Background: an optimization exercise with open tools, aiming at small area and a short achievable clock period. Do not read the settings as production practice.
Only simulation tests tie the RTL to the original design; equivalence was not proved.
Power figures rest on the tool's default switching activity, not on a simulated workload.

==> flow/design.v <==
module Adder(data1, data_o);
input [31:0] data1;
output [31:0] data_o;
assign data_o = {data1[31:2] + 30'd1, data1[1:0]};
endmodule
module AOI222(a1, a2, b1, b2, c1, c2, y);
input a1, a2, b1, b2, c1, c2;
output y;
assign y = ~((a1 & a2) | (b1 & b2) | (c1 & c2));
endmodule
module AOI22(a1, a2, b1, b2, y);
input a1, a2, b1, b2;
output y;
assign y = ~((a1 & a2) | (b1 & b2));
endmodule
module RDBIT(sel, d, q);
input [31:0] sel, d;
output q;
wire [10:0] t;
genvar j;
generate for (j = 0; j < 10; j = j + 1) begin : g
  AOI222 u(.a1(sel[3*j]), .a2(d[3*j]), .b1(sel[3*j+1]), .b2(d[3*j+1]),
           .c1(sel[3*j+2]), .c2(d[3*j+2]), .y(t[j]));
end endgenerate
AOI22 u10(.a1(sel[30]), .a2(d[30]), .b1(sel[31]), .b2(d[31]), .y(t[10]));
assign q = ~&t;
endmodule
module SingleCPU(
Addr_in,
clk,
rst,
instr_i,
Addr_o,
wb_we,
wb_addr,
wb_data);
input [31:0]Addr_in;
input clk;
input rst;
input [31:0]instr_i;
output [31:0]Addr_o;
output wb_we;
output [4:0]wb_addr;
output [31:0]wb_data;
Adder Adder1(.data1(Addr_in), .data_o(Addr_o));
reg [5:0] op;
reg [25:0] fld;
always @(posedge clk) begin
  op <= rst ? 6'd0 : instr_i[31:26];
  fld <= instr_i[25:0];
end
wire [4:0] rs = fld[25:21];
wire [4:0] rt = fld[20:16];
wire [4:0] rd = fld[15:11];
wire [5:0] funct = fld[5:0];
wire [31:0] imm = {{16{fld[15]}}, fld[15:0]};
wire rtype = (op == 6'd20);
wire addi  = (op == 6'd39);
wire subi  = (op == 6'd40);
wire addrd = (op == 6'd25) | (op == 6'd26);
wire ld    = (op == 6'd42);
wire st    = (op == 6'd41);
wire we    = rtype | addi | subi | addrd | ld;
wire [4:0] dest = (rtype | addrd) ? rd : rt;
wire f_add = (funct == 6'd9);
wire f_sub = (funct == 6'd18);
wire f_and = (funct == 6'd27);
wire f_or  = (funct == 6'd36);
wire [31:0] rq [0:31];
wire [31:0] ssel, tsel;
genvar g;
generate for (g = 0; g < 32; g = g + 1) begin : dec
  assign ssel[g] = (rs == g);
  assign tsel[g] = (rt == g);
end endgenerate
wire [31:0] ra, rb;
generate for (g = 0; g < 32; g = g + 1) begin : rport
  RDBIT ua(.sel(ssel), .d(rq[g]), .q(ra[g]));
  RDBIT ub(.sel(tsel), .d(rq[g]), .q(rb[g]));
end endgenerate
reg x_we, x_ld, x_st, x_sub, x_and, x_or, x_zero;
reg [4:0] x_dest;
reg [31:0] a, y;
reg [6:0] ma;
always @(posedge clk) begin
  x_we <= ~rst & we;
  x_st <= ~rst & st;
  x_ld <= ld;
  x_sub <= subi | (rtype & f_sub);
  x_and <= rtype & f_and;
  x_or <= rtype & f_or;
  x_zero <= rtype & ~f_add & ~f_sub & ~f_and & ~f_or;
  x_dest <= dest;
  a <= ra;
  y <= (rtype | st) ? rb : imm;
  ma <= ra[6:0] + fld[6:0];
end
wire [31:0] sum = a + (x_sub ? ~y : y) + {31'd0, x_sub};
wire [1:0] off = ma[1:0];
wire [4:0] row = ma[6:2];
wire [31:0] dr;
generate for (g = 0; g < 32; g = g + 1) begin : mdec
  assign dr[g] = (row == g);
end endgenerate
wire [31:0] drp = {dr[30:0], dr[31]};
wire [31:0] s0 = (off != 2'd0) ? drp : dr;
wire [31:0] s1 = off[1] ? drp : dr;
wire [31:0] s2 = (off == 2'd3) ? drp : dr;
wire [31:0] s3 = dr;
wire [31:0] mq [0:31];
wire [7:0] q0, q1, q2, q3;
generate for (g = 0; g < 8; g = g + 1) begin : mport
  RDBIT u0(.sel(s0), .d(mq[g]), .q(q0[g]));
  RDBIT u1(.sel(s1), .d(mq[8+g]), .q(q1[g]));
  RDBIT u2(.sel(s2), .d(mq[16+g]), .q(q2[g]));
  RDBIT u3(.sel(s3), .d(mq[24+g]), .q(q3[g]));
end endgenerate
reg [31:0] mword;
always @(*) begin
  case (off)
  2'd0: mword = {q0,q1,q2,q3};
  2'd1: mword = {q1,q2,q3,q0};
  2'd2: mword = {q2,q3,q0,q1};
  default: mword = {q3,q0,q1,q2};
  endcase
end
reg [7:0] d0,d1,d2,d3;
always @(*) begin
  case (off)
  2'd0: {d0,d1,d2,d3} = y;
  2'd1: {d1,d2,d3,d0} = y;
  2'd2: {d2,d3,d0,d1} = y;
  default: {d3,d0,d1,d2} = y;
  endcase
end
generate for (g = 0; g < 32; g = g + 1) begin : mrow
  reg [7:0] b0, b1, b2, b3;
  always @(posedge clk) begin
    if (rst | (x_st & s0[g])) b0 <= rst ? 8'd0 : d0;
    if (rst | (x_st & s1[g])) b1 <= rst ? 8'd0 : d1;
    if (rst | (x_st & s2[g])) b2 <= rst ? 8'd0 : d2;
    if (rst | (x_st & s3[g])) b3 <= rst ? 8'd0 : d3;
  end
end endgenerate
genvar k;
generate for (k = 0; k < 8; k = k + 1) begin : mbits
  for (g = 0; g < 32; g = g + 1) begin : r
    assign mq[k][g] = mrow[g].b0[k];
    assign mq[8+k][g] = mrow[g].b1[k];
    assign mq[16+k][g] = mrow[g].b2[k];
    assign mq[24+k][g] = mrow[g].b3[k];
  end
end endgenerate
reg [31:0] alu;
always @(*) begin
  if (x_and) alu = a & y;
  else if (x_or) alu = a | y;
  else if (x_zero) alu = 32'd0;
  else alu = sum;
end
wire [31:0] res = x_ld ? mword : alu;
reg s2_we, s3_we;
reg [4:0] s2_a, s3_a;
reg [31:0] s2_d, s3_d;
always @(posedge clk) begin
  s2_we <= ~rst & x_we;
  s3_we <= ~rst & s2_we;
  s2_a <= x_dest; s3_a <= s2_a;
  s2_d <= res;  s3_d <= s2_d;
end
function [31:0] rinit(input [4:0] n);
  case (n)
  0: rinit = 0;    1: rinit = 75;   2: rinit = 543;  3: rinit = 74;
  4: rinit = 57;   5: rinit = 29;   6: rinit = 77;   7: rinit = 83;
  8: rinit = 117;  9: rinit = 82;   10: rinit = 37;  11: rinit = 53;
  12: rinit = 43;  13: rinit = 107; 14: rinit = 122; 15: rinit = 305;
  16: rinit = 123; 17: rinit = 171; 18: rinit = 307; 19: rinit = 24;
  20: rinit = 32;  21: rinit = 75;  22: rinit = 369; 23: rinit = 374;
  24: rinit = 75;  25: rinit = 75;  26: rinit = 74;  27: rinit = 369;
  28: rinit = 22;  29: rinit = 500; 30: rinit = 1000; default: rinit = 21;
  endcase
endfunction
generate for (g = 0; g < 32; g = g + 1) begin : rf
  reg [31:0] q;
  always @(posedge clk)
    if (rst | (s2_we & (s2_a == g))) q <= rst ? rinit(g) : s2_d;
end endgenerate
generate for (k = 0; k < 32; k = k + 1) begin : rbits
  for (g = 0; g < 32; g = g + 1) begin : r
    assign rq[k][g] = rf[g].q[k];
  end
end endgenerate
assign wb_we = s3_we;
assign wb_addr = s3_a;
assign wb_data = s3_d;
endmodule
==> flow/run.sh <==
#!/bin/bash
# synth_recipe.tcl (not shown) runs the flow's synth.tcl, then flattens the netlist and writes it again
# the make line also repeats each setting of config.mk as NAME=value (left out here)
make -C /OpenROAD-flow-scripts/flow DESIGN_CONFIG=/design/flow/config.mk WORK_HOME=/design/flow/orfs CLKGATE_MAP_FILE= SYNTH_SCRIPT=/design/flow/synth_recipe.tcl finish
==> flow/config.mk <==
export PLATFORM = sky130hd
export DESIGN_NAME = SingleCPU
export DESIGN_NICKNAME = SingleCPU
export VERILOG_FILES = /design/flow/design.v
export SDC_FILE = /design/flow/constraint.sdc
export NUM_CORES = 4
export LEC_CHECK = 0
export CAP_MARGIN = 10
export CELL_PAD_IN_SITES_DETAIL_PLACEMENT = 1
export CELL_PAD_IN_SITES_GLOBAL_PLACEMENT = 2
export CORE_MARGIN = 2
export CORE_UTILIZATION = 45
export SETUP_SLACK_MARGIN = 5.0
export SLEW_MARGIN = 10
export SYNTH_HIERARCHICAL = 1
==> flow/constraint.sdc <==
create_clock -name core_clock -period 10.0 [get_ports {clk}]
set_input_delay 2.0000 -clock core_clock [delete_from_list [all_inputs] [get_ports {clk}]]
set_output_delay 2.0000 -clock core_clock [all_outputs]
set_load 0.01 [all_outputs]
==> results of run 1 <==
registers in the layout, summed over array words and instances (netlist names), 5 cells and up:
register  flops
s2_a          5
s2_d         32
mrow.b2     256
x_dest        5
mrow.b1     256
mrow.b3     256
rf.q       1024
mrow.b0     256
a            32
ma            7
s3_d         32
op            6
s3_a          5
fld          26
y            32
per-module statistics from Yosys, one instance, submodules excluded:
| module | cell area, um2 | cells | flops+latches | copies in the design |
|---|---|---|---|---|
| AOI222 | 10.0 | 1 | 0 | 960 |
| Adder | 621 | 89 | 0 | 1 |
| SingleCPU | 75000 | 3703 | 2239 | 1 |
| RDBIT | 23.8 | 4 | 0 | 96 |
| AOI22 | 12.5 | 1 | 0 | 96 |
layout make-up:
cell class	instances	area (um2)	area share
clock buffers	320	6550	0.0631
clock inverters	122	1270	0.0122
flip-flops and latches	2239	65300	0.629
multi-input cells	2795	23700	0.228
inverters	67	251	0.00242
diodes	21	52.6	0.000506
repair buffers	414	3330	0.0321
well taps	2640	3300	0.0318
metrics by stage:
stage               power, uW  setup WS, ps
CTS                     27800          4730
floorplan               16000          4980
finish                  27900          4730
global route            28600          4680
global placement        18900          3610
detailed placement      19100          3640
layout by cell type (no fill, tap or decap), drive strengths merged, types with 31 or more instances in the layout:
cell	instances
a21o	184
a21oi	73
a222oi	961
a22oi	105
buf	333
clkbuf	321
clkdlybuf4s50	74
clkinv	92
dfxtp	191
edfxtp	2048
ha	46
inv	74
mux4	64
nand2	217
nand3	119
nand4	214
nor2	125
nor2b	117
o21ai	132
or3	104
xnor2	31
xor2	54
critical path: cells and delay by family:
| family | cells | cell delay [ps] |
|---|---|---|
| buf+inv | 4 | 500 |
| simple gates | 3 | 470 |
| xor+xnor | 1 | 160 |
| fa+ha+maj | 1 | 130 |
power breakdown:
group          leakage, uW  total, uW  internal (uW)  switching [uW]
logic               0.0102       5500           1760            3750
clock network      0.00383       8840           5060            3790
registers           0.0223      13500          12500            1020
total               0.0363      27900          19300            8550
path summary, 6_finish.rpt:
path,start,to,slack (ps),cells past startpoint
setup / recovery,Addr_in[3],Addr_o[22],4730,9
hold reg to reg,x_dest[2],s2_a[2],320,0
hold / removal,x_dest[2],s2_a[2],320,0
setup reg to reg,fld[22],ma[6],5130,15
cell families after synthesis:
| family | after synthesis | share of synthesized area |
|---|---|---|
| muxes | 86 | 0.0190 |
| and+or+nand+nor | 1009 | 0.0607 |
| AOI/OAI and AO/OA | 1566 | 0.160 |
| DFF | 2239 | 0.736 |
| adders and majority gates | 48 | 0.00694 |
| buffers and inverters | 199 | 0.00866 |
| xor gates and xnor gates | 85 | 0.00839 |
metal layers:
metal | track usage | vias up | share of wire
met3 | 0.0681 | 918 | 0.10
met2 | 0.572 | 3961 | 0.48
met4 | 0.151 | 12 | 0.047
li1 | - | 24600 | -
met5 | 0.000722 | - | 0.00023
met1 | 0.458 | 32400 | 0.38
what timing repair did:
action / CTS / global route
setup endpoints to repair: 32 / 28
setup buffers: 22 / 8
gates resized for setup: 274 / 12
gates cloned: 1 / 0
pin swaps: 27 / 22
==> run_results.csv, run 1 <==
group,metric,value,unit
clock_network,clockRootBuffer,"clkbuf_16",
global_routing,grt_overflow_total,0,
detailed_routing,route.detailed.drc,0,
floorplanning,design.core.area,197000,um2
clock_network,clk_path_buf_depth,3,
finish,fillers,18300,
synthesis,synth.most_common_cell,"edfxtp_1",
detailed_routing,wl_per_cell,41.6,um
setup_path,crit_chain,"buf_8 > ha_4 > and4_4 > buf_12 > nand3_4 > buf_4 > nor3_2 > xor2_1 > buf_2",
synthesis,synthesis.instances,5232,
finish,stdcell_area,104000,um2
synthesis,yosysTopAreaCellShare,0.693,
sta,tightest_slew,1170,ps
global_routing,grt_max_degree,87,
sta,final_max_slew_viol_count,0,
sta,setup_violations,0,
sta,clock.fmax,0.190,GHz
setup_path,max_stage_delay,260,ps
synthesis,netlist_top_cells_count,"edfxtp_1 (2048), a222oi_1 (961), nand2_1 (215)",
synthesis,synth-seq-cells,2239,
synthesis,postSynth.asyncResetShare,0,
floorplanning,die_h,448,um
detailed_routing,vias,62000,
synthesis,ys_warn_count,7,
finish,utilization,0.528,
sta,finClkSkew,47.1,ps
synthesis,yosysTopAreaCell,"edfxtp_1",
sta,hold_viol_final,0,
clock_network,clk_latency,890,ps
place,portBuffers,131,
sta,fin_tns_setup,0,ps
sta,period_minus_slack,5270,ps
floorplanning,boundaryPins,136,
synthesis,synth_ff_type,"edfxtp_1",
clock_network,clkTransAtPathRegs,50,ps
synthesis,syn-cell-area,88700,um2
setup_path,crit_required,8000,ps
synthesis,synth.net_count,5346,
setup_path,critPathArrivalTime,3270,ps
setup_path,cp_max_fo,4,
clock_network,cts_sinks,2239,
pwr,leakagePower,0.0363,uW
hold_path,hold_class,"flip-flop to flip-flop",
sta,fin_crit_sh,0.527,
finish,nNetsFinal,5866,
synthesis,synth_cell_types,76,
global_routing,grt_pass1_vias,61600,
place,gp_congestion,0.879,
floorplanning,die_x,448,um
outcome,outcome,"no timing/DRC/antenna violations",
synthesis,synth.area.top_cells,"edfxtp_1 (69%), a222oi_1 (11%), dfxtp_1 (4.3%), mux4_2 (1.6%), a21o_1 (1.6%)",
setup_path,slowest_stage,"and4_4",
sta,rsz0062_at_grt,"true",
global_routing,track_usage,0.351,
floorplanning,num_rows,163,
pwr,ir_drop,199,uV
finish,synthToLayoutAreaGrowth,17.0,%
global_routing,antenna_found_initial,14,
finish,drive_gt1_frac,0.181,
setup_path,end_kind,"output port",
synthesis,synth_edf_count,2048,
finish,layout.cells.non_filler,8618,
clock_network,htreeDepth,4,
sta,relSlewSlack,0.216,
place,place.detailed.hpwl,215,mm
pwr,powerDensity,268,nW/um2
detailed_routing,ant_nets,0,
clock_network,cts_hold_buf,0,
detailed_routing,drt-initial-drc-count,11500,
clock_network,cts_buffers,235,
detailed_routing,wl,358,mm
place,placed_cells,8124,
detailed_routing,drt-vias-per-instance,7.19,
setup_path,cp-start-kind,"input pin",
clock_network,tritoncts,"yes",
setup_path,critical_path_class,"input pin to output port",
floorplanning,start_util,0.451,
run,cap_violations,0,
synthesis,postSynthAreaPerCell,17.0,um2
synthesis,ys_seq_area_frac,0.736,
floorplanning,dieArea,201000,um2
sta,hold_ws,325,ps
global_routing,grt_pass1_wl,490,mm
detailed_routing,firstDrtPassIters,13,
place,placed_area,95600,um2
==> run 2: changes to the inputs <==
--- a/flow/config.mk
+++ b/flow/config.mk
@@ -11,3 +11,5 @@
 export CORE_MARGIN = 2
-export CORE_UTILIZATION = 45
+export CORE_UTILIZATION = 50
+export CTS_CLUSTER_DIAMETER = 70
+export CTS_CLUSTER_SIZE = 24
 export SETUP_SLACK_MARGIN = 5.0
==> run 2 against run 1 <==
Critical path depth decreased by 1. First-iteration DRC count increased by 19%. Core utilization increased by 4.0 points. Combinational power about the same. Flip-flop and latch count unchanged. Global-route usage increased by 2.7 points. Via count increased by 0.12%. Synthesized area unchanged. Die area decreased by 9.9%. Worst hold slack improved by 12 ps.
==> run_results.csv, run 2 <==
group,metric,value,unit
outcome,outcome,"no timing/DRC/antenna violations",
finish,final_cell_mix,"edfxtp_1 (2048), a222oi_1 (961), buf_4 (246)",
setup_path,crit_chain,"buf_8 > ha_4 > and4_4 > buf_6 > nand3_4 > nor2_4 > xnor2_1 > clkdlybuf4s15_2",
detailed_routing,drt-initial-drc-count,13600,
synthesis,yosysTopAreaCellShare,0.693,
finish,largest_register_ff_count,1024,
detailed_routing,wl,349,mm
sta,final_max_slew_viol_count,0,
floorplanning,num_rows,154,
synthesis,synth.net_count,5346,
synthesis,synth-seq-cells,2239,
synthesis,ys_seq_area_frac,0.736,
detailed_routing,ant_nets,0,
floorplanning,die_x,425,um
global_routing,grt_overflow_total,0,
sta,relSlewSlack,0.164,
place,pre_cts_slack,3630,ps
sta,period_minus_slack,5190,ps
clock_network,clk_latency,850,ps
sta,hold_viol_final,0,
clock_network,htreeDepth,4,
clock_network,clkTransAtPathRegs,90,ps
clock_network,clk_path_buf_depth,3,
global_routing,antenna_found_initial,15,
place,place.detailed.hpwl,205,mm
pwr,p_int,17200,uW
synthesis,synthesis.instances,5232,
floorplanning,die_h,425,um
detailed_routing,vias,62000,
sta,finClkSkew,43.4,ps
floorplanning,boundaryPins,136,
pwr,sequentialPowerShare,0.532,
setup_path,slowest_stage,"clkdlybuf4s15_2",
setup_path,end_kind,"output port",
global_routing,track_usage,0.378,
setup_path,crit_required,8000,ps
pwr,p_clk_frac,0.250,
sta,rsz0062_at_grt,"true",
detailed_routing,route.detailed.drc,0,
pwr,power_frac_comb,0.218,
finish,seqCellArea,65300,um2
setup_path,critical_path_class,"input pin to output port",
sta,setup_ws,4810,ps
finish,regMostFlops,"rf.q",
finish,fillers,15900,
sta,tightest_slew,1240,ps
pwr,power,25300,uW
floorplanning,design.core.area,176000,um2
pwr,p_switching,8130,uW
clock_network,cts_sinks,2239,
synthesis,synth_edf_count,2048,
place,gp_congestion,0.915,
global_routing,grt_pass1_wl,476,mm
sta,fin_crit_sh,0.519,
place,portBuffers,131,
run,cap_violations,0,
pwr,p_sw_frac,0.321,
synthesis,synth.most_common_cell,"edfxtp_1",
detailed_routing,wl_per_cell,43.1,um
clock_network,tritoncts,"yes",
sta,setup_violations,0,
finish,drive_gt1_frac,0.163,
synthesis,synth_ff_type,"edfxtp_1",
synthesis,synth.area.top_cells,"edfxtp_1 (69%), a222oi_1 (11%), dfxtp_1 (4.3%), mux4_2 (1.6%), a21o_1 (1.6%)",
finish,nNetsFinal,5746,
finish,mostFrequentLayoutCell,"edfxtp_1",
synthesis,postSynth.asyncResetShare,0,
finish,utilization,0.568,
setup_path,cp_max_fo,5,
synthesis,yosysTopAreaCell,"edfxtp_1",
detailed_routing,firstDrtPassIters,13,
sta,clock.fmax,0.193,GHz
global_routing,grt_max_degree,123,
hold_path,hold_class,"flip-flop to flip-flop",
floorplanning,dieArea,181000,um2
synthesis,ys_warn_count,7,
setup_path,critPathArrivalTime,3190,ps
synthesis,synth_cell_types,76,
synthesis,netlist_top_cells_count,"edfxtp_1 (2048), a222oi_1 (961), nand2_1 (215)",
synthesis,postSynthAreaPerCell,17.0,um2
pwr,ir_drop,218,uV
detailed_routing,drt-vias-per-instance,7.67,
clock_network,clockRootBuffer,"clkbuf_16",
pwr,powerDensity,253,nW/um2
finish,multiInputGateArea,23700,um2
setup_path,cp-start-kind,"input pin",
setup_path,max_stage_delay,260,ps
pwr,leakagePower,0.0347,uW
clock_network,cts_buffers,140,
synthesis,syn-cell-area,88700,um2
finish,synthToLayoutAreaGrowth,12.9,%
global_routing,grt_pass1_vias,60900,
floorplanning,start_util,0.503,
sta,fin_tns_setup,0,ps
run 2: layout make-up:
class,instances,share of cell area
diodes,8,0.000200
clock inverters,88,0.00887
well taps,2340,0.0292
repair buffers,389,0.0323
clock buffers,161,0.0382
multi-input cells,2795,0.237
inverters,67,0.00255
flip-flops and latches,2239,0.652
run 2: modules after synthesis (local to each module, per instance):
| module | flops+latches | cells inside |
|---|---|---|
| SingleCPU | 2239 | 3703 |
| AOI222 | 0 | 1 |
| AOI22 | 0 | 1 |
| RDBIT | 0 | 4 |
| Adder | 0 | 89 |
run 2: critical path: cells and delay by family:
family / cells / cell delay (ps)
adders and majority gates: 1 / 120
xor gates and xnor gates: 1 / 140
and+or+nand+nor: 3 / 480
buffers and inverters: 3 / 450
run 2: logic make-up after synthesis:
kind of cell | synth area share
AOI/OAI and AO/OA | 0.160
xor gates and xnor gates | 0.00839
adders and majority gates | 0.00694
buffers and inverters | 0.00866
DFF | 0.736
muxes | 0.0190
and+or+nand+nor | 0.0607
run 2: stage by stage:
step	instances	area [um2]	hold slack (ps)
6_report	8087	100000	337
3_3_place_gp	7799	95000	312
2_1_floorplan	5232	88800	310
5_1_grt	8079	100000	341
3_5_place_dp	7799	95000	313
4_1_cts	8071	100000	334
run 2: power by group through the flow:
| stage | combinational (uW) | sequential [uW] | clock (uW) |
|---|---|---|---|
| 2_1_floorplan | 2760 | 13200 | 0 |
| 3_3_place_gp | 5310 | 13500 | 0 |
| 3_5_place_dp | 5380 | 13600 | 0 |
| 4_1_cts | 5400 | 13400 | 6350 |
| 5_1_grt | 5700 | 13600 | 6660 |
| 6_report | 5510 | 13500 | 6320 |
run 2: path summary, 6_finish.rpt:
check	slack (ps)	depth (start not counted)	endpoint	start
worst min register to register	340	0	s2_a[0]	x_dest[0]
worst max-delay path	4810	8	Addr_o[18]	Addr_in[3]
worst min-delay path	340	0	s2_a[0]	x_dest[0]
worst max register to register	5210	13	s2_d[29]	ma[4]
run 2: metal layers:
metal / track usage / wire (um) / share of wire / vias up
met1: 0.486 / 124000 / 0.36 / 32000
met4: 0.196 / 21100 / 0.060 / 12
li1: - / - / - / 24300
met2: 0.599 / 162000 / 0.47 / 4631
met3: 0.0901 / 41400 / 0.12 / 1082
met5: 0 / 82 / 0.00024 / -
run 2: repair_timing:
action                                  CTS  global route
cloned                                    1             0
endpoints found under the setup margin   34            32
hold buffers                              0             0
buffers inserted                         22             8
gates resized for setup                 290            19
pin swaps                                27            21
==> run 3: changes to the inputs <==
--- a/flow/design.v
+++ b/flow/design.v
@@ -26,2 +26,10 @@
 assign q = ~&t;
+endmodule
+module SEL4(sel, d, q);
+input [3:0] sel, d;
+output q;
+wire t, u;
+AOI222 u0(.a1(sel[0]), .a2(d[0]), .b1(sel[1]), .b2(d[1]), .c1(sel[2]), .c2(d[2]), .y(t));
+assign u = ~(sel[3] & d[3]);
+assign q = ~(t & u);
 endmodule
@@ -71,2 +79,3 @@
 genvar g;
+genvar k;
 generate for (g = 0; g < 32; g = g + 1) begin : dec
@@ -117,20 +126,18 @@
 end endgenerate
-reg [31:0] mword;
-always @(*) begin
-  case (off)
-  2'd0: mword = {q0,q1,q2,q3};
-  2'd1: mword = {q1,q2,q3,q0};
-  2'd2: mword = {q2,q3,q0,q1};
-  default: mword = {q3,q0,q1,q2};
-  endcase
-end
-reg [7:0] d0,d1,d2,d3;
-always @(*) begin
-  case (off)
-  2'd0: {d0,d1,d2,d3} = y;
-  2'd1: {d1,d2,d3,d0} = y;
-  2'd2: {d2,d3,d0,d1} = y;
-  default: {d3,d0,d1,d2} = y;
-  endcase
-end
+wire [3:0] oh = {off == 2'd3, off == 2'd2, off == 2'd1, off == 2'd0};
+wire [7:0] yb [0:3];
+assign yb[0] = y[31:24]; assign yb[1] = y[23:16]; assign yb[2] = y[15:8]; assign yb[3] = y[7:0];
+wire [7:0] qb [0:3];
+assign qb[0] = q0; assign qb[1] = q1; assign qb[2] = q2; assign qb[3] = q3;
+wire [7:0] mb [0:3];
+wire [7:0] db [0:3];
+genvar i;
+generate for (i = 0; i < 4; i = i + 1) begin : rot
+  for (k = 0; k < 8; k = k + 1) begin : b
+    SEL4 ur(.sel(oh), .d({qb[(i+3)%4][k], qb[(i+2)%4][k], qb[(i+1)%4][k], qb[i][k]}), .q(mb[i][k]));
+    SEL4 uw(.sel(oh), .d({yb[(i+1)%4][k], yb[(i+2)%4][k], yb[(i+3)%4][k], yb[i][k]}), .q(db[i][k]));
+  end
+end endgenerate
+wire [31:0] mword = {mb[0], mb[1], mb[2], mb[3]};
+wire [7:0] d0 = db[0], d1 = db[1], d2 = db[2], d3 = db[3];
 generate for (g = 0; g < 32; g = g + 1) begin : mrow
@@ -144,3 +151,2 @@
 end endgenerate
-genvar k;
 generate for (k = 0; k < 8; k = k + 1) begin : mbits
--- a/flow/config.mk
+++ b/flow/config.mk
@@ -11,3 +11,3 @@
 export CORE_MARGIN = 2
-export CORE_UTILIZATION = 50
+export CORE_UTILIZATION = 45
 export CTS_CLUSTER_DIAMETER = 70
==> run 3 against run 2 <==
Still clean on timing, DRC and antenna. Worst hold slack got worse by 1.6 ps. Sequential share of layout area decreased by 0.55 points. Final area increased by 0.84%. Synthesized area barely moved. Combinational power rose by 13%. Global-route usage is 2.9 points lower. Critical endpoint is now Addr_o[30]. Largest cell class unchanged. Highest routed layer unchanged.
==> run_results.csv, run 3 <==
group,metric,value,unit
synthesis,postSynthAreaPerCell,16.7,um2
synthesis,syn-cell-area,88700,um2
detailed_routing,ant_nets,0,
detailed_routing,firstDrtPassIters,14,
clock_network,clk_latency,850,ps
sta,finClkSkew,41.9,ps
synthesis,synth_ff_type,"edfxtp_1",
run,cap_violations,0,
place,portBuffers,131,
synthesis,synth_edf_count,2048,
detailed_routing,wl_per_cell,42.0,um
finish,drive_gt1_frac,0.159,
clock_network,clk_path_buf_depth,3,
global_routing,grt_max_degree,135,
synthesis,synthesis.instances,5299,
synthesis,synth-seq-cells,2239,
setup_path,critical_path_class,"input pin to output port",
pwr,p_int,17300,uW
pwr,power_frac_comb,0.237,
place,gp_congestion,0.892,
synthesis,synth.area.top_cells,"edfxtp_1 (69%), a222oi_1 (12%), dfxtp_1 (4.3%), a21o_1 (1.5%), nand4_1 (1.5%)",
global_routing,track_usage,0.349,
global_routing,antenna_found_initial,16,
synthesis,synth.most_common_cell,"edfxtp_1",
sta,hold_ws,335,ps
sta,hold_viol_final,0,
finish,final_cell_mix,"edfxtp_1 (2048), a222oi_1 (1024), buf_4 (278)",
pwr,ir_drop,200,uV
finish,nNetsFinal,5861,
floorplanning,design.core.area,195000,um2
finish,largest_register_ff_count,1024,
synthesis,netlist_top_cells_count,"edfxtp_1 (2048), a222oi_1 (1024), nand2_1 (240)",
sta,clock.fmax,0.192,GHz
finish,utilization,0.517,
floorplanning,die_x,448,um
pwr,p_switching,8930,uW
floorplanning,num_rows,162,
outcome,outcome,"no timing/DRC/antenna violations",
clock_network,clockRootBuffer,"clkbuf_16",
setup_path,end_kind,"output port",
pwr,powerDensity,260,nW/um2
synthesis,synth.net_count,5411,
global_routing,grt_overflow_total,0,
clock_network,cts_buffers,144,
sta,tightest_slew,1270,ps
synthesis,ys_seq_area_frac,0.736,
finish,mostFrequentLayoutCell,"edfxtp_1",
sta,setup_ws,4780,ps
hold_path,hold_class,"flip-flop to flip-flop",
detailed_routing,vias,61300,
finish,fillers,18200,
finish,layout.cells.non_filler,8497,
pwr,p_clk_frac,0.249,
clock_network,cts_sinks,2239,
place,place.detailed.hpwl,221,mm
sta,rsz0062_at_grt,"true",
setup_path,cp_max_fo,3,
clock_network,htreeDepth,4,
sta,setup_violations,0,
synthesis,ys_warn_count,7,
finish,regMostFlops,"rf.q",
global_routing,grt_pass1_wl,486,mm
synthesis,postSynth.asyncResetShare,0,
synthesis,synth_cell_types,88,
place,pre_cts_slack,3630,ps
floorplanning,dieArea,201000,um2
clock_network,tritoncts,"yes",
pwr,sequentialPowerShare,0.514,
pwr,leakagePower,0.0354,uW
sta,fin_crit_sh,0.522,
floorplanning,die_h,448,um
synthesis,yosysTopAreaCell,"edfxtp_1",
finish,synthToLayoutAreaGrowth,13.9,%
global_routing,grt_pass1_vias,60900,
setup_path,cp-start-kind,"input pin",
floorplanning,start_util,0.454,
sta,fin_tns_setup,0,ps
setup_path,critPathArrivalTime,3220,ps
place,placed_cells,8188,
detailed_routing,wl,357,mm
detailed_routing,drt-vias-per-instance,7.21,
setup_path,crit_required,8000,ps
floorplanning,boundaryPins,136,
sta,relSlewSlack,0.152,
sta,final_max_slew_viol_count,0,
detailed_routing,route.detailed.drc,0,
synthesis,yosysTopAreaCellShare,0.693,
clock_network,clkTransAtPathRegs,90,ps
detailed_routing,drt-initial-drc-count,12100,
pwr,p_sw_frac,0.340,
sta,period_minus_slack,5220,ps
[run 3: worst paths after layout]
check | from | endpoint | slack (ps) | cells past startpoint
setup / recovery | Addr_in[3] | Addr_o[30] | 4780 | 8
hold reg to reg | x_dest[2] | s2_a[2] | 340 | 0
setup reg to reg | ma[4] | s2_d[30] | 4890 | 17
hold / removal | x_dest[2] | s2_a[2] | 340 | 0
[run 3: cells by family after synthesis]
logic type	Yosys count	share of synthesized area
AOI/OAI and AO/OA	1683	0.175
xor gates and xnor gates	85	0.00839
adders and majority gates	46	0.00666
buffers and inverters	187	0.00874
DFF	2239	0.736
muxes	26	0.00338
and+or+nand+nor	1033	0.0619
[run 3: what timing repair did]
action / CTS / global route
cloned: 2 / 0
hold buffers: 0 / 0
endpoints found under the setup margin: 51 / 25
resized for setup: 291 / 31
setup buffers: 25 / 11
pin swaps: 31 / 22
[run 3: routing by layer]
metal  global-route usage  vias up  routed length, um  share of wire
li1                     -    24700                  -              -
met1                0.450    32000             133000           0.37
met2                0.553     3703             166000           0.46
met3               0.0554      810              32400          0.091
met4                0.220        6              26000          0.073
met5                    0        -                 48        0.00013
[run 3: modules after synthesis (local to each module, per instance)]
module / area (um2) / copies in the design / flops+latches / cells
SEL4: 10.0 / 64 / 0 / 1
RDBIT: 23.8 / 96 / 0 / 4
Adder: 621 / 1 / 0 / 89
AOI22: 12.5 / 96 / 0 / 1
SingleCPU: 73700 / 1 / 2239 / 3642
AOI222: 10.0 / 1024 / 0 / 1
[run 3: worst max-delay path, stage by stage]
cell and delay, ps:
buf_8 80, ha_4 120, and4_4 250, buf_6 120, nand2_4 50, nor4_4 290
xor2_1 160, buf_2 140
[run 3: layout make-up]
type	count	area, um2	share of cell area
flip-flops and latches	2239	65300	0.647
multi-input cells	2875	23700	0.235
clock buffers	164	3910	0.0387
repair buffers	424	3530	0.0349
well taps	2624	3280	0.0325
clock inverters	90	996	0.00986
inverters	65	248	0.00245
diodes	16	40.0	0.000396
[run 3: per-stage QoR]
step	instance area (um2)	power (uW)
2_1_floorplan	88700	16100
3_3_place_gp	95500	19600
3_5_place_dp	95600	19800
4_1_cts	101000	26200
5_1_grt	101000	27000
6_report	101000	26300
[run 3: power by group through the flow]
stage	Clock (uW)	Combinational, uW	Sequential [uW]
final	6550	6220	13500
after detailed placement	0	6070	13700
after CTS	6620	6110	13500
after global placement	0	6020	13600
after global routing	6890	6410	13700
after floorplan	0	2800	13300
==> run 4: changes to the inputs <==
--- a/flow/config.mk
+++ b/flow/config.mk
@@ -11,3 +11,3 @@
 export CORE_MARGIN = 2
-export CORE_UTILIZATION = 45
+export CORE_UTILIZATION = 50
 export CTS_CLUSTER_DIAMETER = 70
==> run 4 against run 3 <==
Global-route usage is 2.1 points higher. Combinational power is 2% lower. Critical path type unchanged. Largest power group unchanged. Clock skew hardly changed. Sequential share of layout area is 0.39 points higher. Still clean. Final cell count is 3.6% lower. Final area is 0.60% lower. Flip-flop and latch count stayed put. Non-clock buffer count is 5 lower. Largest cell class unchanged. Fmax is 0.61% higher. Worst hold slack worse by 3.6 ps.
==> run_results.csv, run 4 <==
group,metric,value,unit
setup_path,crit_start,"Addr_in[3]",
sta,clock.fmax,0.193,GHz
setup_path,slowest_stage,"and4_4",
floorplanning,dieArea,181000,um2
clock_network,clk_path_buf_depth,3,
floorplanning,design.core.area,176000,um2
setup_path,cp_max_fo,5,
global_routing,grt_pass1_vias,61000,
detailed_routing,ant_nets,0,
synthesis,synth.area.top_cells,"edfxtp_1 (69%), a222oi_1 (12%), dfxtp_1 (4.3%), a21o_1 (1.5%), nand4_1 (1.5%)",
synthesis,yosysTopAreaCellShare,0.693,
place,placed_cells,7905,
clock_network,clk_latency,840,ps
sta,final_max_slew_viol_count,0,
setup_path,max_stage_delay,260,ps
synthesis,synth.most_common_cell,"edfxtp_1",
setup_path,crit_required,8000,ps
place,gp_congestion,0.893,
setup_path,rrSetupSlack,4910,ps
synthesis,ys_seq_area_frac,0.736,
sta,tightest_slew,1320,ps
place,place.detailed.hpwl,213,mm
place,portBuffers,131,
clock_network,tritoncts,"yes",
clock_network,cts_sinks,2239,
detailed_routing,drt-initial-drc-count,12500,
finish,nNetsFinal,5851,
setup_path,critPathArrivalTime,3190,ps
pwr,ir_drop,220,uV
global_routing,grt_overflow_total,0,
run,cap_violations,0,
synthesis,synthesis.instances,5299,
finish,stdcell_area,100000,um2
outcome,outcome,"no timing/DRC/antenna violations",
floorplanning,die_x,425,um
synthesis,synth_ff_type,"edfxtp_1",
setup_path,rr_endpoint,"s2_d[30]",
floorplanning,num_rows,154,
finish,fillers,15900,
detailed_routing,drt-vias-per-instance,7.46,
clock_network,cts_buffers,140,
hold_path,min-delay-start,"x_dest[0]",
setup_path,r2r_start,"ma[5]",
synthesis,synth.net_count,5411,
finish,synthToLayoutAreaGrowth,13.2,%
finish,drive_gt1_frac,0.156,
synthesis,synth_edf_count,2048,
hold_path,hold_depth,0,
clock_network,clockRootBuffer,"clkbuf_16",
detailed_routing,firstDrtPassIters,13,
detailed_routing,vias,61100,
synthesis,postSynthAreaPerCell,16.7,um2
place,placed_area,95200,um2
global_routing,grt_max_degree,108,
floorplanning,start_util,0.503,
setup_path,critical_path_class,"input pin to output port",
sta,fin_tns_setup,0,ps
finish,mostFrequentLayoutCell,"edfxtp_1",
setup_path,cp-start-kind,"input pin",
sta,rsz0062_at_grt,"true",
sta,finClkSkew,41.7,ps
finish,final_cell_mix,"edfxtp_1 (2048), a222oi_1 (1024), buf_4 (280)",
detailed_routing,route.detailed.drc,0,
hold_path,hold_class,"flip-flop to flip-flop",
setup_path,worst-path-buf-inv,2,
setup_path,end_kind,"output port",
finish,layout.cells.non_filler,8193,
sta,setup_violations,0,
setup_path,ff2ff_path_depth,15,
hold_path,whs_endpoint,"s2_a[0]",
pwr,powerDensity,259,nW/um2
global_routing,antenna_found_initial,22,
setup_path,crit_chain,"buf_8 > ha_4 > and4_4 > nand3_4 > nor3_4 > xor2_1 > buf_2",
setup_path,cp_num_cells,7,
synthesis,netlist_top_cells_count,"edfxtp_1 (2048), a222oi_1 (1024), nand2_1 (240)",
synthesis,yosysTopAreaCell,"edfxtp_1",
clock_network,htreeDepth,4,
setup_path,cpLargestDelayFamily,"simple AND/OR/NAND/NOR gates",
global_routing,track_usage,0.369,
detailed_routing,wl,340,mm
synthesis,syn-cell-area,88700,um2
clock_network,clkTransAtPathRegs,70,ps
synthesis,postSynth.asyncResetShare,0,
detailed_routing,wl_per_cell,41.5,um
sta,hold_viol_final,0,
synthesis,ys_warn_count,7,
floorplanning,die_h,425,um
floorplanning,boundaryPins,136,
pwr,leakagePower,0.0353,uW
finish,largest_register_ff_count,1024,
sta,period_minus_slack,5190,ps
finish,regMostFlops,"rf.q",
synthesis,synth_cell_types,88,
finish,utilization,0.570,
sta,relSlewSlack,0.118,
synthesis,synth-seq-cells,2239,
global_routing,grt_pass1_wl,468,mm
sta,fin_crit_sh,0.519,
-- run 4: cell types whose count changed in the layout (fill, tap and decap cells not counted), sizes merged --
cell,previous run,this run
nor2,124,123
buf,340,339
dlygate4sd2,6,5
clkbuf,165,150
clkdlybuf4s15,4,1
inv,105,96
dlymetal6s2s,0,1
clkinv,34,38
clkinvlp,14,9
bufinv,2,12
-- run 4: worst max-delay path by stage --
stage,slack [ps],end
after global placement,3660,Addr_o[22]
after detailed placement,3650,Addr_o[20]
after floorplan,4980,Addr_o[22]
final,4810,Addr_o[24]
after global routing,4760,Addr_o[30]
after CTS,4850,Addr_o[30]
-- run 4: cell families after synthesis --
family | after synthesis | synth area share
buffers and inverters | 187 | 0.00874
adders and majority gates | 46 | 0.00666
and+or+nand+nor | 1033 | 0.0619
muxes | 26 | 0.00338
DFF | 2239 | 0.736
AOI/OAI and AO/OA | 1683 | 0.175
xor gates and xnor gates | 85 | 0.00839
-- run 4: stage by stage --
stage	power [uW]	setup slack [ps]	hold WS, ps
global placement	19400	3660	313
floorplan	16100	4980	310
detailed placement	19600	3650	315
CTS	25900	4850	333
global route	26700	4760	334
finish	26100	4810	331
-- run 4: routing by layer --
| metal | vias up | global-route usage | wire length (um) |
|---|---|---|---|
| met2 | 4106 | 0.577 | 156000 |
| met1 | 31400 | 0.459 | 120000 |
| met4 | 8 | 0.286 | 31000 |
| li1 | 24700 | - | - |
| met3 | 882 | 0.0661 | 33600 |
| met5 | - | 0 | 49 |
-- run 4: power by group --
group	total [uW]	internal, uW	switching [uW]
Sequential	13600	12600	957
Clock	6410	3060	3340
Combinational	6090	1710	4380
-- run 4: layout make-up --
type | instances | area, um2 | area share
Antenna cell | 16 | 40.0 | 0.000399
Clock buffer | 150 | 3630 | 0.0361
Clock inverter | 90 | 1110 | 0.0111
Inverter | 65 | 259 | 0.00258
Multi-Input combinational cell | 2874 | 23700 | 0.236
Sequential cell | 2239 | 65300 | 0.650
Tap cell | 2340 | 2930 | 0.0292
Timing Repair Buffer | 419 | 3460 | 0.0344
-- run 4: Yosys stat by module, one instance, submodules excluded --
module	times used	cell area, um2
SEL4	64	10.0
Adder	1	621
SingleCPU	1	73700
RDBIT	96	23.8
AOI22	96	12.5
AOI222	1024	10.0
-- run 4: what timing repair did --
action / in CTS / in global routing
pin swaps: 40 / 23
cloned: 1 / 0
hold buffers: 0 / 0
gates resized for setup: 305 / 23
endpoints found under the setup margin: 33 / 27
setup buffers: 20 / 11
==> run 5: changes to the inputs <==
==> flow/flow/run.sh (new file) <==
#!/bin/bash
# The standard layout with two changes: the port buffers are buf_2 cells
# instead of delay buffers, and each Addr_in pin is placed next to its Addr_o
# pin. All tool output goes to standard.log.
set -e
export BUFFER_PORTS_ARGS="-buffer_cell sky130_fd_sc_hd__buf_2"
export PRE_IO_PLACEMENT_TCL="$(pwd)/flow/pins.tcl"
bash standard.sh > standard.log 2>&1
==> flow/flow/pins.tcl (new file) <==
# Keep each Addr_in bit next to its Addr_o bit, in order along one edge, so the
# Addr_o = Addr_in + 4 logic sits between its own pins.
set_io_pin_constraint -group -order -pin_names {Addr_in[0] Addr_o[0] Addr_in[1] Addr_o[1] Addr_in[2] Addr_o[2] Addr_in[3] Addr_o[3] Addr_in[4] Addr_o[4] Addr_in[5] Addr_o[5] Addr_in[6] Addr_o[6] Addr_in[7] Addr_o[7] Addr_in[8] Addr_o[8] Addr_in[9] Addr_o[9] Addr_in[10] Addr_o[10] Addr_in[11] Addr_o[11] Addr_in[12] Addr_o[12] Addr_in[13] Addr_o[13] Addr_in[14] Addr_o[14] Addr_in[15] Addr_o[15] Addr_in[16] Addr_o[16] Addr_in[17] Addr_o[17] Addr_in[18] Addr_o[18] Addr_in[19] Addr_o[19] Addr_in[20] Addr_o[20] Addr_in[21] Addr_o[21] Addr_in[22] Addr_o[22] Addr_in[23] Addr_o[23] Addr_in[24] Addr_o[24] Addr_in[25] Addr_o[25] Addr_in[26] Addr_o[26] Addr_in[27] Addr_o[27] Addr_in[28] Addr_o[28] Addr_in[29] Addr_o[29] Addr_in[30] Addr_o[30] Addr_in[31] Addr_o[31]}
==> flow/standard.sh (new file) <==
#!/bin/bash
# synth_recipe.tcl (not shown) runs the flow's synth.tcl, then flattens the netlist and writes it again
# the make line also repeats each setting of config.mk as NAME=value (left out here)
make -C /OpenROAD-flow-scripts/flow DESIGN_CONFIG=/design/flow/config.mk WORK_HOME=/design/flow/orfs CLKGATE_MAP_FILE= SYNTH_SCRIPT=/design/flow/synth_recipe.tcl "${@:-finish}"
removed: flow/run.sh
==> run 5 against run 4 <==
Routed wire length increased by 3.9%. Largest cell class unchanged. First-iteration DRC count increased by 9.7%. Fmax is 0.42% lower. Largest power group unchanged. Sequential share of layout area up 0.25 points. Combinational power grew 1%. Final cell count barely moved. Final area decreased by 0.38%. Clock power decreased by 0.9%. Critical path type unchanged. Die area unchanged.
==> run_results.csv, run 5 <==
group,metric,value,unit
clock_network,cts_buffers,139,
sta,hold_viol_final,0,
finish,fillers,15900,
synthesis,ys_warn_count,7,
global_routing,grt_pass1_wl,484,mm
sta,rsz0062_at_grt,"true",
synthesis,yosysTopAreaCellShare,0.693,
finish,largest_register_ff_count,1024,
synthesis,yosysTopAreaCell,"edfxtp_1",
sta,period_minus_slack,5210,ps
global_routing,use_met3,0.0696,
synthesis,synth.area.top_cells,"edfxtp_1 (69%), a222oi_1 (12%), dfxtp_1 (4.3%), a21o_1 (1.5%), nand4_1 (1.5%)",
setup_path,slowest_stage,"and4_4",
detailed_routing,firstDrtPassIters,13,
setup_path,r2r_start,"ma[4]",
synthesis,synth_ff_type,"edfxtp_1",
synthesis,ys_seq_area_frac,0.736,
detailed_routing,vias,62000,
global_routing,track_usage,0.384,
synthesis,syn-cell-area,88700,um2
floorplanning,die_x,425,um
clock_network,clk_path_buf_depth,3,
synthesis,synth-seq-cells,2239,
floorplanning,start_util,0.503,
setup_path,critical_path_class,"input pin to output port",
global_routing,grt_overflow_total,0,
finish,regMostFlops,"rf.q",
sta,setup_violations,0,
sta,hold_ws,334,ps
synthesis,synth_cell_types,88,
outcome,outcome,"no timing/DRC/antenna violations",
hold_path,hold_depth,0,
hold_path,min-delay-start,"x_dest[2]",
finish,synthToLayoutAreaGrowth,12.7,%
sta,tightest_slew,1260,ps
hold_path,whs_endpoint,"s2_a[2]",
floorplanning,num_rows,154,
global_routing,grt_pass1_vias,60800,
sta,final_max_slew_viol_count,0,
detailed_routing,route.detailed.drc,0,
setup_path,ff2ff_path_depth,17,
synthesis,synth.most_common_cell,"edfxtp_1",
pwr,powerDensity,261,nW/um2
finish,final_cell_mix,"edfxtp_1 (2048), a222oi_1 (1024), buf_4 (281)",
finish,mostFrequentLayoutCell,"edfxtp_1",
setup_path,crit_chain,"buf_8 > ha_4 > and4_4 > buf_12 > buf_6 > nand4_1 > xnor2_1 > buf_2",
global_routing,grt_max_degree,113,
hold_path,hold_class,"flip-flop to flip-flop",
floorplanning,design.core.area,176000,um2
setup_path,cpLargestDelayFamily,"buffers and inverters",
sta,fin_tns_setup,0,ps
setup_path,max_stage_delay,280,ps
sta,relSlewSlack,0.149,
detailed_routing,wl_per_cell,43.1,um
setup_path,worst-path-buf-inv,4,
place,gp_congestion,0.915,
clock_network,tritoncts,"yes",
setup_path,rr_endpoint,"s2_d[30]",
finish,drive_gt1_frac,0.172,
clock_network,clockRootBuffer,"clkbuf_16",
floorplanning,dieArea,181000,um2
floorplanning,boundaryPins,136,
clock_network,clkTransAtPathRegs,80,ps
detailed_routing,wl,354,mm
clock_network,cts_sinks,2239,
setup_path,cp-start-kind,"input pin",
detailed_routing,ant_nets,0,
place,place.detailed.hpwl,226,mm
setup_path,crit_required,8000,ps
setup_path,end_kind,"output port",
synthesis,synth.net_count,5411,
setup_path,critPathArrivalTime,3210,ps
detailed_routing,drt-initial-drc-count,13700,
run,cap_violations,0,
place,portBuffers,131,
setup_path,rrSetupSlack,4850,ps
pwr,leakagePower,0.0351,uW
global_routing,met2_usage,0.603,
sta,fin_crit_sh,0.521,
synthesis,synth_edf_count,2048,
synthesis,postSynthAreaPerCell,16.7,um2
detailed_routing,drt-vias-per-instance,7.57,
global_routing,grt_use_met1,0.486,
synthesis,synthesis.instances,5299,
clock_network,clk_latency,850,ps
synthesis,postSynth.asyncResetShare,0,
sta,clock.fmax,0.192,GHz
clock_network,htreeDepth,4,
floorplanning,die_h,425,um
pwr,ir_drop,208,uV
sta,finClkSkew,36.8,ps
global_routing,top_usage_layer,"met2",
synthesis,netlist_top_cells_count,"edfxtp_1 (2048), a222oi_1 (1024), nand2_1 (240)",
setup_path,cp_max_fo,3,
global_routing,antenna_found_initial,22,
finish,nNetsFinal,5851,
## run 5: changes by cell type in the layout (fill, tap and decap cells not counted), sizes merged
cell / delta
dlymetal6s2s: -1
nor2: +1
clkdlybuf4s50: -73
clkinvlp: +13
dlygate4sd2: -5
buf: +79
inv: -14
diode: +1
clkinv: -4
clkbuf: +12
clkdlybuf4s15: -1
bufinv: -5
## run 5: what timing repair did
action / in CTS / in global routing
setup buffers: 20 / 15
endpoints found under the hold margin: 0 / 0
endpoints found under the setup margin: 45 / 35
gates resized for setup: 57 / 72
cloned: 0 / 2
hold buffers: 0 / 0
pin swaps: 13 / 25
## run 5: Yosys stat by module (local to each module, per instance)
| module | area (um2) | flops+latches | cells inside | times used |
|---|---|---|---|---|
| SingleCPU | 73700 | 2239 | 3642 | 1 |
| Adder | 621 | 0 | 89 | 1 |
| RDBIT | 23.8 | 0 | 4 | 96 |
| AOI22 | 12.5 | 0 | 1 | 96 |
| AOI222 | 10.0 | 0 | 1 | 1024 |
| SEL4 | 10.0 | 0 | 1 | 64 |
## run 5: cell families (layout without fill, tap and decap cells)
family | after synthesis | after routing | share of synthesized area
adders and majority gates | 46 | 46 | 0.00666
buffers and inverters | 187 | 725 | 0.00874
DFF | 2239 | 2239 | 0.736
xor gates and xnor gates | 85 | 85 | 0.00839
muxes | 26 | 26 | 0.00338
and+or+nand+nor | 1033 | 1035 | 0.0619
AOI/OAI and AO/OA | 1683 | 1683 | 0.175
other | 0 | 17 | 0
## run 5: per-stage QoR
| stage | util | area (um2) | power [uW] | setup WS, ps | instances |
|---|---|---|---|---|---|
| after global placement | 0.536 | 94500 | 19400 | 4270 | 7890 |
| after detailed placement | 0.536 | 94500 | 19700 | 4320 | 7900 |
| after CTS | 0.565 | 99600 | 25900 | 4840 | 8161 |
| after floorplan | - | 88700 | 16100 | 4980 | 5299 |
| after global routing | 0.567 | 100000 | 26700 | 4740 | 8186 |
| final | 0.567 | 100000 | 26100 | 4790 | 8196 |
## run 5: power by group
part	switching, uW	internal [uW]
clock	3350	3000
combinational	4500	1660
sequential	994	12600
## run 5: per-layer routing
layer | up-vias | wire length [um]
li1 | 24700 | -
met1 | 32100 | 125000
met2 | 4332 | 164000
met3 | 859 | 36800
met4 | 16 | 28400
met5 | - | 109
## run 5: how the worst max path moves through the flow
stage	start	end	slack [ps]	cells past startpoint
global route	Addr_in[19]	Addr_o[26]	4740	6
floorplan	Addr_in[2]	Addr_o[22]	4980	6
finish	Addr_in[3]	Addr_o[26]	4790	8
detailed placement	ma[4]	s2_d[30]	4320	15
CTS	Addr_in[3]	Addr_o[30]	4840	7
global placement	ma[1]	s2_d[30]	4270	14
## run 5: cell type report
class / count / area, um2 / share of cell area
flip-flops and latches: 2239 / 65300 / 0.653
multi-input cells: 2875 / 23700 / 0.237
clock buffers: 161 / 3770 / 0.0377
repair buffers: 419 / 3050 / 0.0305
well taps: 2340 / 2930 / 0.0293
clock inverters: 80 / 908 / 0.00908
inverters: 65 / 293 / 0.00293
diodes: 17 / 42.5 / 0.000425
==> run 6: changes to the inputs <==
--- a/flow/config.mk
+++ b/flow/config.mk
@@ -11,5 +11,5 @@
 export CORE_MARGIN = 2
-export CORE_UTILIZATION = 50
-export CTS_CLUSTER_DIAMETER = 70
-export CTS_CLUSTER_SIZE = 24
+export CORE_UTILIZATION = 55
+export CTS_CLUSTER_DIAMETER = 76
+export CTS_CLUSTER_SIZE = 28
 export SETUP_SLACK_MARGIN = 5.0
==> run 6 against run 5 <==
First-iteration DRC count rose by 17%. Global-route usage increased by 0.90 points. Via count rose by 2.0%. Clock skew rose by 10 ps.
==> run_results.csv, run 6 <==
group,metric,value,unit
clock_network,tritoncts,"yes",
finish,mostFrequentLayoutCell,"edfxtp_1",
synthesis,netlist_top_cells_count,"edfxtp_1 (2048), a222oi_1 (1024), nand2_1 (240)",
global_routing,antenna_found_initial,12,
floorplanning,num_rows,147,
detailed_routing,vias,63300,
finish,regMostFlops,"rf.q",
setup_path,slowest_stage,"xnor2_1",
setup_path,r2r_start,"fld[24]",
synthesis,synth_ff_type,"edfxtp_1",
place,portBuffers,131,
setup_path,crit_start,"Addr_in[3]",
sta,final_max_slew_viol_count,0,
synthesis,synth.area.top_cells,"edfxtp_1 (69%), a222oi_1 (12%), dfxtp_1 (4.3%), a21o_1 (1.5%), nand4_1 (1.5%)",
synthesis,synthesis.instances,5299,
finish,nNetsFinal,5838,
detailed_routing,ant_nets,0,
hold_path,hold_class,"flip-flop to flip-flop",
detailed_routing,drt-vias-per-instance,7.92,
synthesis,syn-cell-area,88700,um2
synthesis,ys_warn_count,7,
pwr,ir_drop,196,uV
synthesis,postSynth.asyncResetShare,0,
synthesis,ys_seq_area_frac,0.736,
finish,largest_register_ff_count,1024,
clock_network,cts_sinks,2239,
floorplanning,die_x,406,um
clock_network,clk_path_buf_depth,3,
sta,tightest_slew,1340,ps
clock_network,cts_buffers,131,
sta,period_minus_slack,5640,ps
run,cap_violations,0,
clock_network,clockRootBuffer,"clkbuf_16",
synthesis,synth_cell_types,88,
setup_path,critPathArrivalTime,3640,ps
sta,finClkSkew,46.9,ps
floorplanning,design.core.area,160000,um2
finish,drive_gt1_frac,0.167,
setup_path,cp_max_fo,4,
finish,layout.cells.non_filler,7990,
pwr,powerDensity,256,nW/um2
synthesis,synth.most_common_cell,"edfxtp_1",
place,gp_congestion,0.880,
synthesis,yosysTopAreaCellShare,0.693,
global_routing,track_usage,0.393,
sta,hold_viol_final,0,
sta,fin_crit_sh,0.564,
floorplanning,dieArea,165000,um2
detailed_routing,drt-initial-drc-count,16000,
detailed_routing,wl_per_cell,41.5,um
sta,rsz0062_at_grt,"true",
place,placed_cells,7722,
setup_path,crit_required,8000,ps
global_routing,grt_max_degree,108,
clock_network,cts_hold_buf,0,
detailed_routing,route.detailed.drc,0,
setup_path,critical_path_class,"input pin to output port",
global_routing,grt_pass1_wl,457,mm
finish,final_cell_mix,"edfxtp_1 (2048), a222oi_1 (1024), buf_4 (273)",
detailed_routing,firstDrtPassIters,11,
detailed_routing,wl,331,mm
synthesis,synth.net_count,5411,
setup_path,cp-start-kind,"input pin",
setup_path,cpLargestDelayFamily,"simple AND/OR/NAND/NOR gates",
place,place.detailed.hpwl,209,mm
sta,clock.fmax,0.177,GHz
global_routing,grt_overflow_total,0,
synthesis,yosysTopAreaCell,"edfxtp_1",
hold_path,min-delay-start,"x_dest[4]",
clock_network,clk_latency,800,ps
outcome,outcome,"no timing/DRC/antenna violations",
setup_path,crit_chain,"buf_8 > ha_4 > and4_4 > buf_4 > nand4_1 > xnor2_1 > buf_2",
synthesis,synth_edf_count,2048,
synthesis,synth-seq-cells,2239,
floorplanning,start_util,0.553,
pwr,leakagePower,0.0352,uW
finish,fillers,14200,
setup_path,worst-path-buf-inv,3,
setup_path,end_kind,"output port",
setup_path,max_stage_delay,490,ps
finish,synthToLayoutAreaGrowth,12.2,%
floorplanning,boundaryPins,136,
floorplanning,die_h,406,um
sta,fin_tns_setup,0,ps
global_routing,grt_pass1_vias,61400,
clock_network,clkTransAtPathRegs,110,ps
sta,relSlewSlack,0.0976,
synthesis,postSynthAreaPerCell,16.7,um2
sta,setup_violations,0,
clock_network,htreeDepth,4,
==> run 6: cell counts after synthesis <==
No cell type changed its count.
==> run 6: layer usage <==
layer,GRT usage,up-vias,wire (um)
li1,-,24700,-
met1,0.578,32200,124000
met2,0.563,5622,142000
met3,0.0873,779,49100
met4,0.169,8,16800
met5,0.00476,-,148
==> run 6: area by class of cell <==
cell class	instances	area, um2	area share
diodes	5	12.5	0.000126
clock buffers	151	3530	0.0355
clock inverters	81	1000	0.0101
inverters	65	244	0.00245
multi-input cells	2874	23700	0.238
flip-flops and latches	2239	65300	0.656
well taps	2160	2700	0.0271
repair buffers	415	3000	0.0301
==> run 6: through the flow <==
| stage | total power, uW | setup slack [ps] | instance area, um2 | util | hold slack (ps) |
|---|---|---|---|---|---|
| 4_1_cts | 25300 | 4840 | 99200 | 0.619 | 326 |
| 3_5_place_dp | 19300 | 4490 | 94400 | 0.588 | 313 |
| 2_1_floorplan | 16100 | 4980 | 88700 | - | 310 |
| 3_3_place_gp | 19000 | 4550 | 94200 | 0.587 | 312 |
| 5_1_grt | 26100 | 4400 | 99500 | 0.621 | 328 |
| 6_report | 25500 | 4360 | 99500 | 0.621 | 325 |
==> run 6: worst reg2reg max path: stages (launching register included) <==
cell and delay [ps]:
dfxtp_1 560, nand3b_1 640, nor2_4 270, buf_4 660, a222oi_1 320, nand3_1 140, or3_1 270, ha_1 280
inv_1 70, fa_1 400, inv_1 70, a21oi_1 60, o21bai_1 210, a21o_1 190, a21oi_1 90, xnor2_1 600
==> run 6: logic make-up after synthesis <==
family,synth area share
DFF,0.736
AOI/OAI and AO/OA,0.175
and+or+nand+nor,0.0619
buffers and inverters,0.00874
xor gates and xnor gates,0.00839
adders and majority gates,0.00666
muxes,0.00338
==> run 6: path summary, 6_finish.rpt <==
path                                    to  slack (ps)  cells past startpoint
worst max-delay path            Addr_o[12]        4360                      7
worst min-delay path               s2_a[4]         320                      0
worst min register to register     s2_a[4]         320                      0
worst max register to register       ma[6]        5000                     15
==> run 6: timing repair <==
item                       4_1_cts  5_1_grt
setup buffers                   11       15
gates cloned                     0        1
pin swaps                       21       21
resized for setup               62       36
setup endpoints to repair       28       33
==> run 6: per-module statistics from Yosys (local to each module, per instance) <==
module	cells	times used	flops+latches	area, um2
Adder	89	1	0	621
AOI222	1	1024	0	10.0
AOI22	1	96	0	12.5
SEL4	1	64	0	10.0
SingleCPU	3642	1	2239	73700
RDBIT	4	96	0	23.8
==> run 6: power by group <==
part	leakage, uW	internal (uW)	switching, uW	total [uW]
Combinational	0.0107	1630	4000	5630
Sequential	0.0223	12600	1110	13700
Clock	0.00219	2850	3330	6180

## afterwards: timing with drivers on the ports
The flow's constraints put no driver on any port. The routed layouts listed below were extracted and timed again, unchanged, in two steps.
Step 1 sets driving cells, clkbuf_16 on the clock port and buf_2 on the other inputs (assumed; they add their load-dependent delay and slew).
Step 2 adds t to the input delays and takes it off the output delays; t is the mean of the earliest and latest rising clock arrival at the registers after step 1. Input paths then give back, and output paths get back, about the clock's delay inside the block.
Slacks: no drivers / after step 1 / after step 2; pairs: no drivers / after step 1.
run	t (ns)	setup WS [ns]	worst hold slack (ns)	clock arrival spread, ns	pins driven straight from the clock port
run 1	0.963	4.726 / 4.673 / 4.673	0.325 / 0.325 / 0.325	0.053 / 0.053	1
run 2	0.922	4.806 / 4.750 / 4.750	0.337 / 0.337 / 0.337	0.044 / 0.044	1
run 3	0.921	4.780 / 4.708 / 4.708	0.335 / 0.335 / 0.335	0.046 / 0.046	1
run 4	0.913	4.812 / 4.755 / 4.755	0.331 / 0.331 / 0.331	0.044 / 0.044	1
run 5	0.928	4.790 / 4.734 / 4.734	0.334 / 0.334 / 0.334	0.038 / 0.038	1
run 6	0.870	4.362 / 4.307 / 4.307	0.325 / 0.325 / 0.325	0.058 / 0.058	1
After both steps every run listed still meets setup and hold. The setup slack of run 3, which loses most, moves by -0.072 ns with the drivers and by -0.072 ns with both steps.
